This design comes from an exercise in tuning for a short achievable clock period on the open sky130 flow, not from production work. The RTL was checked by simulation tests, not by an equivalence proof against the original design.

Setup of north:
## spiking_neural_network
module spiking_neural_network #(
    parameter int WIDTH = 16,       
    parameter int N_INPUT = 4,      
    parameter int N_OUTPUT = 3      
) (
    input  logic clk, rst,
    input  logic [N_INPUT*WIDTH-1:0] I_in,  
    input  logic load_params,   
    input  logic [WIDTH-1:0] new_V_threshold, new_leak_factor, new_refr_period,
    input  logic signed [WIDTH-1:0] new_V_max, new_V_min,
    input  logic [N_INPUT*N_OUTPUT*WIDTH-1:0] synapses,  
    output logic [N_OUTPUT-1:0] spike_L2   
);
    logic [15:0] V_threshold, V_max, V_min;
    logic [17:0] n_leak, c_x, c_y;
    logic [4:0]  refr_reload;    
    logic [17:0] nl_x, nmax_x, nmin_x;
    assign nl_x   = ~{{2{new_leak_factor[15]}}, new_leak_factor};
    assign nmax_x = ~{{2{new_V_max[15]}}, new_V_max};
    assign nmin_x = ~{{2{new_V_min[15]}}, new_V_min};
    logic [16:0] d_lim;
    ks_add #(17) u_lim (.a({new_V_max[15], new_V_max}), .b(~{new_V_min[15], new_V_min}),
                        .cin(1'b1), .s(d_lim));
    logic adj;
    assign adj = d_lim[16];
    logic [15:0] min_p1;
    ks_add #(16) u_inc (.a(new_V_min), .b(16'd0), .cin(1'b1), .s(min_p1));
    logic [17:0] cx_a, cx_b, cx_w, cy_n, cys, cyc;
    ks_add #(18) u_cxa (.a(nl_x), .b(nmax_x), .cin(1'b1), .s(cx_a));
    ks_add #(18) u_cxb (.a(nl_x), .b(nmin_x), .cin(1'b0), .s(cx_b));
    assign cx_w = {nl_x[17:15] + 3'd1, nl_x[14:0]};
    logic min_top;
    assign min_top = (new_V_min == 16'h7fff);
    csa    #(18) u_cyc (.a(nl_x), .b(nmin_x), .c(18'd2), .s(cys), .c_out(cyc));
    ks_add #(18) u_cy  (.a(cys), .b({cyc[16:0], 1'b0}), .cin(1'b0), .s(cy_n));
    localparam logic [17:0] CX_RST = -18'sd100 - 18'sd32767 - 18'sd1;
    localparam logic [17:0] CY_RST = -18'sd100 + 18'sd32768;
    always_ff @(posedge clk or posedge rst) begin
        if (rst) begin
            V_threshold <= 16'd30000;
            n_leak      <= ~18'd100;
            V_max       <= 16'h7fff;
  ...
export LEC_CHECK = 0
export CAP_MARGIN = 20
export CORE_MARGIN = 2
export CORE_UTILIZATION = 40
export PLACE_DENSITY = 0.6
export SETUP_SLACK_MARGIN = 5
export SLEW_MARGIN = 20
export SYNTH_HIERARCHICAL = 1
create_clock -name core_clock -period 10.0 [get_ports {clk}]
run.sh (not shown) runs the stock make flow with config.mk's settings and CLKGATE_MAP_FILE= SYNTH_SCRIPT=/design/flow/synth_recipe.tcl, a recipe that flattens the netlist after the stock synthesis.
north went all the way through the flow, and no timing, DRC or antenna check failed.
What south does differently from north at the input level:
- SETUP_SLACK_MARGIN: 5 -> unset
==> flow/flow/run.sh (new file) <==
#!/bin/bash
# The standard layout, with the timing repair aiming below the clock
# period (setup margin) so that it keeps improving paths that already meet
# the period. The clock, constraints and every other step are unchanged.
set -euo pipefail
bash standard.sh SETUP_SLACK_MARGIN=7.5 finish > standard_flow.log 2>&1
==> flow/standard.sh (new file) <==
#!/bin/bash
# synth_recipe.tcl (not shown) runs the flow's synth.tcl, then flattens the netlist and writes it again
# the make line also repeats each setting of config.mk as NAME=value (left out here)
make -C /OpenROAD-flow-scripts/flow DESIGN_CONFIG=/design/flow/config.mk WORK_HOME=/design/flow/orfs CLKGATE_MAP_FILE= SYNTH_SCRIPT=/design/flow/synth_recipe.tcl "${@:-finish}"
removed: flow/run.sh
==> comparison <==
- south has completed all stages; timing, DRC and antenna checks passed.
- | non-clock buffer instance count of the final layout | south vs north | about 150% higher |
- Measured against each other, south and north differ in global-route usage, the lower figure coming from north.
- Against north, the final cell area of south is higher.
- In the final design statistics, south uses more standard cells in total than north.

* * *

## alpha
spiking_neural_network, a different RTL version from the one above (not shown whole).
For scale: about 13000 cells after synthesis, about 110000 um2 of cells after synthesis.
==> flow/config.mk <==
export PLATFORM = sky130hd
export DESIGN_NAME = spiking_neural_network
export DESIGN_NICKNAME = spiking_neural_network
export VERILOG_FILES = /design/flow/design.v
export SDC_FILE = /design/flow/constraint.sdc
export NUM_CORES = 4
export LEC_CHECK = 0
export CAP_MARGIN = 20
export CORE_MARGIN = 2
export CORE_UTILIZATION = 40
export PLACE_DENSITY = 0.6
export SLEW_MARGIN = 20
export SYNTH_HIERARCHICAL = 1
==> flow/constraint.sdc <==
create_clock -name core_clock -period 10.0 [get_ports {clk}]
set_input_delay 2.0000 -clock core_clock [delete_from_list [all_inputs] [get_ports {clk}]]
set_output_delay 2.0000 -clock core_clock [all_outputs]
set_load 0.01 [all_outputs]
standard.sh (not shown) runs the stock make flow with config.mk's settings and CLKGATE_MAP_FILE= SYNTH_SCRIPT=/design/flow/synth_recipe.tcl, a recipe that flattens the netlist after the stock synthesis.
==> flow/flow/run.sh <==
#!/bin/bash
# The standard layout, with the timing repair aiming below the clock
# period (setup margin) so that it keeps improving paths that already meet
# the period. The clock, constraints and every other step are unchanged.
set -euo pipefail
bash standard.sh SETUP_SLACK_MARGIN=7.5 finish > standard_flow.log 2>&1
For beta, these inputs were changed with respect to alpha:
==> flow/flow/run.sh <==
#!/bin/bash
# The standard layout, with two changes in how it is made:
#  - the timing repair aims below the clock period (setup margin), so that
#    it keeps improving paths that already meet the period;
#  - after placement, each output port's register is moved next to the
#    port's output buffer (then legalized), as the placer, seeing ample
#    slack at the design's period, leaves it far from the port.
# The clock, constraints and every other step are unchanged.
set -euo pipefail
bash standard.sh SETUP_SLACK_MARGIN=7.5 place > standard_place.log 2>&1
PLACE_ODB=orfs/results/sky130hd/spiking_neural_network/base/3_place.odb \
    openroad -no_init -exit flow/move_out_regs.tcl > move_out_regs.log 2>&1
bash standard.sh SETUP_SLACK_MARGIN=7.5 finish > standard_finish.log 2>&1
==> flow/flow/move_out_regs.tcl (new file) <==
# Place each output port's driving register next to that port's output
# buffer, then legalize. Only placement changes.
set odb_file $::env(PLACE_ODB)
read_db $odb_file
set block [ord::get_db_block]
foreach bterm [$block getBTerms] {
  if {[$bterm getIoType] ne "OUTPUT"} { continue }
  set net [$bterm getNet]
  set buf ""
  foreach it [$net getITerms] {
    if {[$it isOutputSignal]} { set buf [$it getInst] }
  }
  if {$buf eq ""} { continue }
  set reg ""
  foreach it [$buf getITerms] {
    if {[$it isInputSignal]} {
      set n2 [$it getNet]
      foreach it2 [$n2 getITerms] {
        if {[$it2 isOutputSignal]} { set reg [$it2 getInst] }
      }
    }
  }
  if {$reg eq ""} { continue }
  set master [[$reg getMaster] getName]
  if {![string match "*df*" $master]} { puts "skip [$bterm getName]: driver $master"; continue }
  set loc [$buf getLocation]
  puts "move [$reg getName] ($master) from [$reg getLocation] to near [$buf getName] at $loc"
  $reg setLocation [lindex $loc 0] [lindex $loc 1]
  $reg setPlacementStatus PLACED
}
detailed_placement
check_placement -verbose
write_db $odb_file
Results
In the reports for alpha and beta, the larger worst reg-to-reg path cell count belongs to alpha. STATUS maximum frequency: beta wins against alpha. Between alpha and beta, the design area figures differ only marginally. Worst slack at placement: beta vs alpha identical. Against alpha as the reference, beta delivers a higher slack of the critical path. Against alpha, beta reports a final cell count without fillers that is lower. Width of the die came out exactly the same in alpha and beta. ~same instance area at placement in alpha and beta. Compared to alpha, beta has area added between synthesis and finish 0.26 points lower.

-- static timing again, ports no longer ideal --
The results above use ideal ports. As a check the final layouts listed here were re-extracted and re-timed, cells and wires unchanged. Step 1 (the two cells are an assumption about what drives the block):
set clk [get_ports {clk}]
set_driving_cell -lib_cell sky130_fd_sc_hd__clkbuf_16 $clk
set_driving_cell -lib_cell sky130_fd_sc_hd__buf_2 [delete_from_list [all_inputs] $clk]
Step 2 adds t to the input delays and takes it off the output delays; t is the mean of the earliest and latest rising clock arrival at the registers after step 1. Input paths then give back, and output paths get back, about the clock's delay inside the block. Three values: no drivers, after step 1, after step 2; two values: the first two.
| run | shift t [ns] | slack for setup (ns) | worst hold slack (ns) | slew at the worst register clock pin (ns) | worst data-port slew with drivers (ns) |
|---|---|---|---|---|---|
| north | 0.805 | 5.219 / 5.219 / 4.709 | 0.441 / 0.441 / 0.441 | 0.07 / 0.07 | 0.12 |
| south | 0.830 | 6.061 / 6.061 / 5.599 | 0.476 / 0.476 / 0.476 | 0.07 / 0.07 | 0.25 |
| alpha | 0.935 | 6.590 / 6.486 / 5.891 | 0.429 / 0.429 / 0.429 | 0.08 / 0.08 | 0.20 |
| beta | 0.901 | 6.745 / 6.644 / 5.937 | 0.419 / 0.419 / 0.419 | 0.08 / 0.08 | 0.18 |
After both steps every run listed still meets setup and hold. The setup slack of beta, which loses most, moves by -0.101 ns with the drivers and by -0.808 ns with both steps.
